Source: an optimization exercise on an open RTL-to-GDS flow (aim: small area and a short achievable clock period). Production flows keep margins and buffers that such runs may drop. Only simulation tests tie the RTL to the original design; equivalence was not proved. Power and IR drop assume default switching activity.

## datapath
module datapath(clk,readnum,vsel,loada,loadb,shift,asel,bsel,ALUop,loadc,loads,writenum,write,datapath_in,status,datapath_out);
Size: about 52 I/O pins, ~8400 sq um of cells after synthesis.
Settings: LEC_CHECK=0, CAP_MARGIN=20, CORE_MARGIN=2, CORE_UTILIZATION=50, SETUP_SLACK_MARGIN=2.5, SLEW_MARGIN=20; clock period 5.0 ns.
standard.sh (not shown) runs the stock make flow with config.mk's settings and CLKGATE_MAP_FILE= SYNTH_SCRIPT=/design/flow/synth_recipe.tcl, a recipe that flattens the netlist after the stock synthesis.
==> flow/flow/run.sh <==
#!/bin/bash
# Layout flow: the standard.sh (the standard ORFS flow) with these changes:
#  - synthesis: the same ORFS synthesis script, except that the ALU and the register
#    file read slices are kept as modules during technology mapping and each module is
#    mapped with its own ABC script (my_abc.tcl); afterwards the design is flattened and
#    renamed exactly as synth_recipe.tcl does. The flip-flops (names and cell types) are
#    checked against the standard synthesis; if they differ the standard synthesis
#    is used instead.
#  - half/full adder cells are kept out (their outputs are slow),
#  - port buffers are plain buf cells (buffer_ports otherwise picks slow delay cells),
#  - timing repair may resize a cell to one of another footprint,
#  - a smaller clock tree (knobs.sh),
#  - area recovery after the global-route timing repair (post_grt.tcl, downsize.tcl).
# Each step's full log is under orfs/logs; the make output goes to flow_*.log here.
set -euo pipefail
W=$PWD
source flow/knobs.sh
PLATFORM_DONT_USE=$(make -s -C "$FLOW_HOME" DESIGN_CONFIG="$W/config.mk" WORK_HOME="$W/orfs" print-DONT_USE_CELLS | sed -n 's/^DONT_USE_CELLS: //p')
EXTRA_DONT_USE="sky130_fd_sc_hd__ha_1 sky130_fd_sc_hd__ha_2 sky130_fd_sc_hd__ha_4 sky130_fd_sc_hd__fa_1 sky130_fd_sc_hd__fa_2 sky130_fd_sc_hd__fa_4"
ARGS=(MATCH_CELL_FOOTPRINT=0 "DONT_USE_CELLS=$PLATFORM_DONT_USE $EXTRA_DONT_USE" "CTS_ARGS=$CTS")
export BUFFER_PORTS_ARGS="-buffer_cell $PORT_BUF"
export FLOW_DIR_OWN=$W/flow POST_GLOBAL_ROUTE_TCL=$W/flow/post_grt.tcl DS_GUARD DS_PARASITICS=-global_routing

# 1. the standard synthesis, kept for the flip-flop comparison
bash standard.sh "${ARGS[@]}" synth > flow_ref_synth.log 2>&1
RES=orfs/results/sky130hd/datapath/base
cp $RES/1_2_yosys.v ref_synth.v
rm -rf orfs

# 2. the per-module-mapped synthesis
sed -e "s#^\(\s*\)log_cmd abc {\*}\$abc_args#\1my_abc \$abc_args#" "$FLOW_HOME/scripts/synth.tcl" > my_synth.tcl
grep -q "my_abc \$abc_args" my_synth.tcl
{ echo "source $W/flow/my_abc.tcl"; sed -e "s#source \$::env(SCRIPTS_DIR)/synth.tcl#source $W/my_synth.tcl#" synth_recipe.tcl; } > my_synth_recipe.tcl
grep -q "source $W/my_synth.tcl" my_synth_recipe.tcl
sed -e "s#SYNTH_SCRIPT=[^ ]*#SYNTH_SCRIPT=$W/my_synth_recipe.tcl#" standard.sh > my_standard.sh
export MY_ABC_MODULES="ALU $W/flow/abc_alu.script regread_bit $W/flow/abc_rest.script datapath $W/flow/abc_rest.script"
bash my_standard.sh "${ARGS[@]}" "SYNTH_KEEP_MODULES=ALU regread_bit" synth > flow_synth.log 2>&1

ffs() { grep -oE "sky130_fd_sc_hd__[a-z0-9_]*df[a-z0-9_]* +[^ ]+" "$1" | sort; }
if [[ "$(ffs ref_synth.v)" != "$(ffs $RES/1_2_yosys.v)" ]]; then
  echo "flip-flops differ from the standard synthesis; using it" > synth_fallback.txt
  rm -rf orfs
  bash standard.sh "${ARGS[@]}" synth > flow_synth.log 2>&1
fi

# 3. the rest of the flow
bash my_standard.sh "${ARGS[@]}" "SYNTH_KEEP_MODULES=ALU regread_bit" finish > flow_standard.log 2>&1
==> flow/flow/abc_alu.script <==
strash
dch
map -B 0.9
topo
stime -c
buffer -c
upsize -c
dnsize -c
==> flow/flow/downsize.tcl <==
# Area recovery after the last timing repair: each logic cell, most slack first, is
# swapped for the smallest cell of the same function (same name but drive strength)
# that keeps the design's worst setup slack (to within 1 ps), keeps the cell's own
# slack at least DS_GUARD ns above it, and adds no max slew/capacitance violation.
proc ds_ns {} { return [expr {[sta::worst_slack_cmd max] * 1e9}] }
proc ds_inst_slack { inst } {
  set s 1e9
  foreach p [get_pins -of_objects $inst] {
    set v [get_property $p slack_max]
    if { $v ne "" && $v ne "INF" && $v < $s } { set s $v }
  }
  return $s
}
proc ds_drv {} {
  return [expr {[sta::max_slew_violation_count] + [sta::max_capacitance_violation_count]}]
}
proc downsize { guard } {
  set dont_use [split $::env(DONT_USE_CELLS)]
  set areas [dict create]
  foreach lc [get_lib_cells *] {
    set n [get_name $lc]
    dict set areas $n [get_property $lc area]
  }
  set wns0 [ds_ns]
  set drv0 [ds_drv]
  set area0 0.0
  set items {}
  foreach inst [get_cells *] {
    set m [get_property $inst ref_name]
    if { [regexp {df|dl|clkbuf|clkinv|tap|fill|decap|conb|clkdly|dly} $m] } { continue }
    if { ![regexp {^(.*)_([0-9]+)$} $m -> base size] } { continue }
    lappend items [list [ds_inst_slack $inst] $inst $m $base]
  }
  set n_changed 0
  set saved 0.0
  foreach it [lsort -real -decreasing -index 0 $items] {
    lassign $it s0 inst m base
    if { $s0 < $wns0 + $guard } { continue }
    set cands {}
    dict for {n a} $areas {
      if { [regexp "^${base}_\[0-9\]+\$" $n] && $a < [dict get $areas $m] && [lsearch -exact $dont_use $n] < 0 } {
        lappend cands [list $a $n]
      }
    }
    foreach c [lsort -real -index 0 $cands] {
      lassign $c a n
      replace_cell $inst $n
      estimate_parasitics $::env(DS_PARASITICS)
      if { [ds_ns] >= $wns0 - 0.001 && [ds_inst_slack $inst] >= $wns0 + $guard && [ds_drv] <= $drv0 } {
        incr n_changed
        set saved [expr {$saved + [dict get $areas $m] - $a}]
        break
      }
      replace_cell $inst $m
      estimate_parasitics $::env(DS_PARASITICS)
    }
  }
  puts "downsize: $n_changed cells smaller, [format %.1f $saved] um2 less, worst slack [format %.3f $wns0] -> [format %.3f [ds_ns]]"
}
Other scripts of this flow, unchanged in this note and not shown: flow/flow/abc_rest.script, flow/flow/knobs.sh, flow/flow/my_abc.tcl, flow/flow/post_grt.tcl
Then changed:
==> flow/flow/abc_alu.script (replaced) <==
strash
dch -f
map -B 0.9
topo
stime -c
buffer -c
upsize -c
dnsize -c
First-iteration DRC count went up by 27%. Setup slack is worse by 0.092 ns. Clock skew fell by 0.0031 ns. Wire length is higher by 7.8%. Power rose by 2.3%. Combinational power rises by 10%. Synthesized area drops by 0.67%. Count of clock-buffer cells in the layout is unchanged. Die area shrinks by 0.64%. Synthesized cell count is about the same.
Then changed:
==> flow/flow/abc_alu.script (replaced) <==
strash
dch
map -B 0.5
topo
stime -c
buffer -c
upsize -c
dnsize -c
After rerunning:
- setup slack degrades by 0.073 ns
- core utilization increases by 0.12 points
- clock skew barely changes
- combinational power decreases by about 1%
- critical path depth increases by 9
- sequential power is about the same
- via count increases by 0.50%
Then changed:
==> flow/flow/abc_alu.script (replaced) <==
strash
balance
dch
map -B 0.9
topo
stime -c
buffer -c
upsize -c
dnsize -c
Outcome: Register-to-register slack is worse by 0.04 ns; global-route usage rises by 0.35 points; via count went down slightly; final cell count stays flat.
Then changed:
--- a/flow/flow/run.sh
+++ b/flow/flow/run.sh
@@ -20,5 +20,5 @@
 ARGS=(MATCH_CELL_FOOTPRINT=0 "DONT_USE_CELLS=$PLATFORM_DONT_USE $EXTRA_DONT_USE" "CTS_ARGS=$CTS")
 export BUFFER_PORTS_ARGS="-buffer_cell $PORT_BUF"
-export FLOW_DIR_OWN=$W/flow POST_GLOBAL_ROUTE_TCL=$W/flow/post_grt.tcl DS_GUARD DS_PARASITICS=-global_routing
+export FLOW_DIR_OWN=$W/flow POST_GLOBAL_ROUTE_TCL=$W/flow/post_grt.tcl DS_GUARD
 
 # 1. the standard synthesis, kept for the flip-flop comparison
==> flow/flow/abc_alu.script (replaced) <==
strash
dch
map -B 0.9
topo
stime -c
buffer -c
upsize -c
dnsize -c
--- a/flow/flow/downsize.tcl
+++ b/flow/flow/downsize.tcl
@@ -46,5 +46,4 @@
       lassign $c a n
       replace_cell $inst $n
-      estimate_parasitics $::env(DS_PARASITICS)
       if { [ds_ns] >= $wns0 - 0.001 && [ds_inst_slack $inst] >= $wns0 + $guard && [ds_drv] <= $drv0 } {
         incr n_changed
@@ -53,5 +52,4 @@
       }
       replace_cell $inst $m
-      estimate_parasitics $::env(DS_PARASITICS)
     }
   }
The new run finished clean.
Setup slack got worse by 0.18 ns.
Global-route usage fell by 1.1 points.
Total power fell by 2.4%.
Final cell count fell by 1.4%.
Die area fell by 0.31%.
Count of clock-buffer cells in the layout does not change.
Hold slack got worse by 0.0048 ns.
Cell area fell by 4.4%.
Via count fell by 2.5%.
First-iteration DRC count fell by 22%.

==> static timing again, ports no longer ideal <==
In the flow no input, the clock included, has a driving cell. The finished layouts below were timed again as built, in two steps.
Step 1: set_driving_cell puts a clkbuf_16 on clk and a buf_2 on each other input, an assumption about the parent block.
Step 2 times the ports against the registers' clock, not the clock port: input delays grow and output delays shrink by t, the midpoint of the rising clock arrivals with the driver on.
a / b / c = ideal / step 1 / step 2; a / b = the first two.
run | shift t [ns] | slack for setup (ns) | clock arrival spread, ns
the first run | 0.461 | 2.446 / 2.435 / 1.974 | 0.043 / 0.042
the second run | 0.475 | 2.354 / 2.361 / 1.887 | 0.051 / 0.051
the third run | 0.464 | 2.281 / 2.272 / 1.808 | 0.036 / 0.037
the fourth run | 0.465 | 2.335 / 2.337 / 1.873 | 0.050 / 0.049
the fifth run | 0.465 | 2.153 / 2.163 / 1.698 | 0.040 / 0.040
After both steps every run listed still meets setup and hold. The setup slack of the third run, which loses most, moves by -0.009 ns with the drivers and by -0.473 ns with both steps.
